Context: an optimization exercise on an open-source flow, tuned for small area. The choices shown serve that exercise and are no tape-out recipe. Where RTL was checked, it was by simulation tests only, not by an equivalence proof against the original. The RTL of run 2 was laid out without a check of its function.

## flow/design.v (module list and top-level ports; edited modules follow where they fit)
// module cordic_pipeline: 1846 lines
module cordic_pipeline(
    input  wire         clk,
    input  wire         rst,
    input  wire         valid_in,
    input  wire  signed [15:0] x_in,
    input  wire  signed [15:0] y_in,
    output reg   signed [15:0] magnitude,
    output reg          valid
);
  // ...
==> flow/run.sh <==
#!/bin/bash
# synth_recipe.tcl (not shown) runs the flow's synth.tcl, then flattens the netlist and writes it again
# the make line also repeats each setting of config.mk as NAME=value (left out here)
make -C /OpenROAD-flow-scripts/flow DESIGN_CONFIG=/design/flow/config.mk WORK_HOME=/design/flow/orfs CLKGATE_MAP_FILE= SYNTH_SCRIPT=/design/flow/synth_recipe.tcl finish
==> flow/config.mk <==
export PLATFORM = sky130hd
export DESIGN_NAME = cordic_pipeline
export DESIGN_NICKNAME = cordic_pipeline
export VERILOG_FILES = /design/flow/design.v
export SDC_FILE = /design/flow/constraint.sdc
export NUM_CORES = 4
export LEC_CHECK = 0
export CAP_MARGIN = 20
export CORE_MARGIN = 2
export CORE_UTILIZATION = 60
export CTS_BUF_LIST = sky130_fd_sc_hd__clkbuf_8
export CTS_CLUSTER_DIAMETER = 60
export CTS_CLUSTER_SIZE = 20
export PLACE_DENSITY = 0.7
export SLEW_MARGIN = 20
==> flow/constraint.sdc <==
create_clock -name core_clock -period 5.0 [get_ports {clk}]
set_input_delay 1.0000 -clock core_clock [delete_from_list [all_inputs] [get_ports {clk}]]
set_output_delay 1.0000 -clock core_clock [all_outputs]
set_load 0.01 [all_outputs]
==> reports/qor.csv, run 1 <==
metric,value,unit
synth.largest_area_cell,dfxtp_1,
status,"complete, no violations",
min_to,rx9[10],
critPathTopFamily,adder cells,
hold_depth,1,
fin_crit,4.80,ns
path_clk_slew,0.11,ns
ys_ff_latch,448,
synthFlopType,dfxtp_1,
numPortBuffers,51,
final_layout_size_suffix_gt1_share,6.60,%
area_growth,9.44,%
start_util,60.8,%
crit_path_start_kind,flip-flop,
ys_top_cells_by_area,"dfxtp_1 38%, fa_1 17%, ha_1 10%",
hp-class,flip-flop to flip-flop,
synth_top_family_by_area,adder cells,
placed_area,0.0248,mm²
synth-compound-area-share,5.70,%
nonClockBufferCount,85,
async_flop_share,0,%
vias_per_cell,4.86,
ys_types,70,
fin_skew,0.0294,ns
maxCapViolCount,0,
synth_top_area_share,38.2,%
==> run 2, diff against run 1 <==
--- a/flow/design.v
+++ b/flow/design.v
@@ -72,3 +72,3 @@
     wire [15:0] xn1 = ad1;
-    wire [15:0] xsh1 = x0;
+    wire [15:0] xsh1 = $signed(x0) >>> 0;
     wire [15:0] ad2a = u0, ad2b = xsh1;
@@ -198,3 +198,3 @@
     wire [15:0] xn2 = ad3;
-    wire [15:0] xsh2 = {{1{xx0[15]}}, xx0[15:1]};
+    wire [15:0] xsh2 = $signed(xx0) >>> 1;
     wire [15:0] ad4a = ux0, ad4b = xsh2;
@@ -324,3 +324,3 @@
     wire [15:0] xn3 = ad5;
-    wire [15:0] xsh3 = {{2{xx1[15]}}, xx1[15:2]};
+    wire [15:0] xsh3 = $signed(xx1) >>> 2;
     wire [15:0] ad6a = ux1, ad6b = xsh3;
@@ -450,3 +450,3 @@
     wire [15:0] xn4 = ad7;
-    wire [15:0] xsh4 = {{3{xx2[15]}}, xx2[15:3]};
+    wire [15:0] xsh4 = $signed(xx2) >>> 3;
     wire [15:0] ad8a = ux2, ad8b = xsh4;
@@ -576,3 +576,3 @@
     wire [15:0] xn5 = ad9;
-    wire [15:0] xsh5 = {{4{xx3[15]}}, xx3[15:4]};
+    wire [15:0] xsh5 = $signed(xx3) >>> 4;
     wire [15:0] ad10a = ux3, ad10b = xsh5;
@@ -702,3 +702,3 @@
     wire [15:0] xn6 = ad11;
-    wire [15:0] xsh6 = {{5{xx4[15]}}, xx4[15:5]};
+    wire [15:0] xsh6 = $signed(xx4) >>> 5;
     wire [15:0] ad12a = ux4, ad12b = xsh6;
@@ -828,3 +828,3 @@
     wire [15:0] xn7 = ad13;
-    wire [15:0] xsh7 = {{6{xx5[15]}}, xx5[15:6]};
+    wire [15:0] xsh7 = $signed(xx5) >>> 6;
     wire [15:0] ad14a = ux5, ad14b = xsh7;
@@ -954,3 +954,3 @@
     wire [15:0] xn8 = ad15;
-    wire [15:0] xsh8 = {{7{xx6[15]}}, xx6[15:7]};
+    wire [15:0] xsh8 = $signed(xx6) >>> 7;
     wire [15:0] ad16a = ux6, ad16b = xsh8;
@@ -1080,3 +1080,3 @@
     wire [15:0] xn9 = ad17;
-    wire [15:0] xsh9 = {{8{xx7[15]}}, xx7[15:8]};
+    wire [15:0] xsh9 = $signed(xx7) >>> 8;
     wire [15:0] ad18a = ux7, ad18b = xsh9;
@@ -1206,3 +1206,3 @@
     wire [15:0] xn10 = ad19;
-    wire [15:0] xsh10 = {{9{xx8[15]}}, xx8[15:9]};
+    wire [15:0] xsh10 = $signed(xx8) >>> 9;
     wire [15:0] ad20a = ux8, ad20b = xsh10;
@@ -1332,3 +1332,3 @@
     wire [15:0] xn11 = ad21;
-    wire [15:0] xsh11 = {{10{xx9[15]}}, xx9[15:10]};
+    wire [15:0] xsh11 = $signed(xx9) >>> 10;
     wire [15:0] ad22a = ux9, ad22b = xsh11;
@@ -1458,3 +1458,3 @@
     wire [15:0] xn12 = ad23;
-    wire [15:0] xsh12 = {{11{xx10[15]}}, xx10[15:11]};
+    wire [15:0] xsh12 = $signed(xx10) >>> 11;
     wire [15:0] ad24a = ux10, ad24b = xsh12;
@@ -1584,3 +1584,3 @@
     wire [15:0] xn13 = ad25;
-    wire [15:0] xsh13 = {{12{xx11[15]}}, xx11[15:12]};
+    wire [15:0] xsh13 = $signed(xx11) >>> 12;
     wire [15:0] ad26a = ux11, ad26b = xsh13;
@@ -1710,3 +1710,3 @@
     wire [15:0] xn14 = ad27;
-    wire [15:0] xsh14 = {{13{xx12[15]}}, xx12[15:13]};
+    wire [15:0] xsh14 = $signed(xx12) >>> 13;
     wire [15:0] ad28a = ux12, ad28b = xsh14;
==> run 2 against run 1 <==
First-iteration DRC count down 25%. Core utilization about the same. Synthesized area about the same. Count of clock-buffer cells in the layout down 3. Cell area about the same. Critical path type unchanged. Largest cell class unchanged.
==> reports/qor.csv, run 2 <==
metric,value,unit,change
yosysMostFrequentCell,dfxtp_1,,
layout_commonest_cell,dfxtp_1,,
place.gp.congestion,0.819,,
relSlewSlack,28.2,%,
cp_max_fo,15,,
finish.instance_area,0.0257,mm²,
avgSynthCellArea,10.8,µm²,
seq_area,0.00897,mm²,
track_usage,19.3,%,
cts-htree-levels,2,,
synth_top_area_share,38.2,%,about the same
cts_buffers,35,,
cp.arrival,5.31,ns,
timing.final.crit_share,96.4,%,
post_drt_wl_per_cell,13.2,µm,
ios,52,,
root_buffer,clkbuf_8,,
yosysWarnings,1,,
hp-start,vp[9],,
ys_top_cells_by_area,"dfxtp_1 38%, fa_1 17%, ha_1 10%",,
syn_nets,2615,,
worst_slew_pin_slew,1.07,ns,
hold_viol_final,0,,
clk_latency,0.58,ns,
crit_path_start_kind,flip-flop,,
worst_r2r_path_depth,17,,
timing.rr.start,rx3[4],,
core-area,0.0386,mm²,
rr_endpoint,ru4[0],,
overflow,0,,
endpoint_kind,flip-flop,,
hold-worst-slack,0.452,ns,
start_util,60.8,%,about the same
holdBufCountCts,0,,
maxCapViolCount,0,,unchanged
grt_pass1_wl,65600,µm,
max_freq,208,MHz,
numPortBuffers,51,,unchanged
status,"complete, no violations",,
cts_tree,yes,,
area_growth,9.49,%,about the same
rrSetupSlack,0.18,ns,
placed_area,0.0248,mm²,about the same
fin_skew,0.0357,ns,+0.00628 ns
fin_crit,4.82,ns,+0.0139 ns
ys_ff_latch,448,,unchanged
ant_nets,0,,
synth.largest_area_cell,dfxtp_1,,
final-setup-viol-count,0,,
ys_types,68,,-2.9%
yosysSeqAreaShare,38.2,%,
drc,0,,
drtIter0Drc,298,,
path_clk_slew,0.11,ns,about the same
syn-instance-count,2186,,
dp_hpwl,30300,µm,
final_nets,2708,,
hp-class,flip-flop to flip-flop,,
critPathKind,flip-flop to flip-flop,,
rows,72,,
clockBufferDepth,3,,
critical_path_required,5.49,ns,
rsz0062_at_grt,yes,,
vias_per_cell,4.86,,-0.17%
async_flop_share,0,%,unchanged
die_area,0.0408,mm²,
num-fill-cells,3056,,
vias,13700,,
cts_sinks,448,,
netlist_area,0.0235,mm²,
maxSlewViolCount,0,,
wl,37100,µm,
fin_setup_tns,0,ns,
antenna_cells,0,,
synth-edff-count,0,,
synth_commonest_cells,"448 x dfxtp_1, 420 x inv_1, 273 x xnor2_1",,
hold_depth,1,,unchanged
multi_input_area,0.0128,mm²,
min_to,vp[10],,
final_layout_size_suffix_gt1_share,6.13,%,-0.47 points
antenna_found_initial,0,,
synthFlopType,dfxtp_1,,
dieHeight,202,µm,
die_w,202,µm,
grt_max_degree,21,,
mostFrequentLayoutCells,"444 x dfxtp_1, 421 x inv_1, 272 x xnor2_1",,
grt_pass1_vias,14700,,
dr.pass1.iters,4,,
-- run 2: cell count changes after synthesis, sizes merged, moves of 2 or more --
cell / delta
o21a: -2
o21ai: +2
a21oi: +3
nor2: -4
-- run 2: layer usage --
metal	track usage [%]	share of wire, %
met5	0	0
met3	2.21	1.9
met1	22.6	43
met2	37.2	53
met4	5.07	2.4
-- run 2: repair_timing --
action                     CTS  global route
setup buffers                1             5
pin swaps                    1            13
gates resized for setup      5            29
setup endpoints to repair   20           147
gates cloned                 0             1
-- run 2: cell families after synthesis --
kind of cell | after synthesis | synth area share (%)
xor gates and xnor gates | 386 | 14.4
buffers and inverters | 451 | 7.59
AOI/OAI and AO/OA | 195 | 5.73
muxes | 6 | 0.261
DFF | 448 | 38.2
adders and majority gates | 394 | 27.4
and+or+nand+nor | 306 | 6.44
-- run 2: how the worst max path moves through the flow --
stage | slack [ns] | start | end
2_1_floorplan | 0.03 | y_in[15] | ru0[11]
3_3_place_gp | -0.008 | y_in[15] | ru0[13]
3_5_place_dp | -0.16 | y_in[15] | ru0[7]
4_1_cts | 0.04 | ru3[4] | rx4[15]
5_1_grt | -0.05 | ru3[4] | rx4[15]
6_report | 0.18 | rx3[4] | ru4[0]
-- run 2: metrics by stage --
| step | instances | util, % | worst slack [ns] |
|---|---|---|---|
| CTS | 2812 | 66.2 | 0.0374 |
| finish | 2818 | 66.6 | 0.181 |
| global placement | 2753 | 64.1 | -0.00773 |
| global route | 2818 | 66.6 | -0.0490 |
| detailed placement | 2753 | 64.1 | -0.161 |
| floorplan | 2186 | - | 0.0261 |
-- run 2: critical path, cell delays in order (launching register included) --
cell     delay (ns)
dfxtp_1        0.37
ha_1           0.15
inv_1          0.04
fa_1           0.38
fa_1           0.39
fa_1           0.39
fa_1           0.38
fa_1           0.38
fa_1           0.41
fa_1           0.42
nor2b_1        0.18
o31a_2         0.18
nor2_2         0.06
a221o_1        0.32
nor2b_1        0.16
o21ai_4        0.14
buf_12         0.18
xor2_2         0.17
-- run 2: area by class of cell --
| class | instances | share of cell area, % |
|---|---|---|
| clock buffer | 37 | 1.98 |
| tap | 518 | 2.52 |
| timing repair buffer | 87 | 3.54 |
| inverter | 420 | 6.13 |
| sequential | 448 | 34.9 |
| multi-input combinational | 1287 | 49.8 |
| clock inverter | 21 | 1.15 |

==> separate check: timing with driven ports <==
Ports are ideal in the flow. The routed layouts listed here were re-timed in OpenROAD. Step 1 assumes that a clkbuf_16 drives the clock port and a buf_2 every other input. Step 2, shift: input delay + t, output delay - t, t = (earliest + latest rising clock arrival at the registers) / 2. This alone moves slack from input paths to output paths. Slacks: ideal / step 1 / step 2; pairs: ideal / step 1.
run	t, ns	setup slack, ns	latest minus earliest clock arrival (ns)
run 1	0.653	0.195 / 0.164 / -0.124	0.032 / 0.032
run 2	0.613	0.181 / 0.168 / -0.208	0.039 / 0.039
With both steps, setup timing fails in run 1 and run 2, where it was met with ideal ports. The setup slack of run 2, which loses most, moves by -0.013 ns with the drivers and by -0.389 ns with both steps.
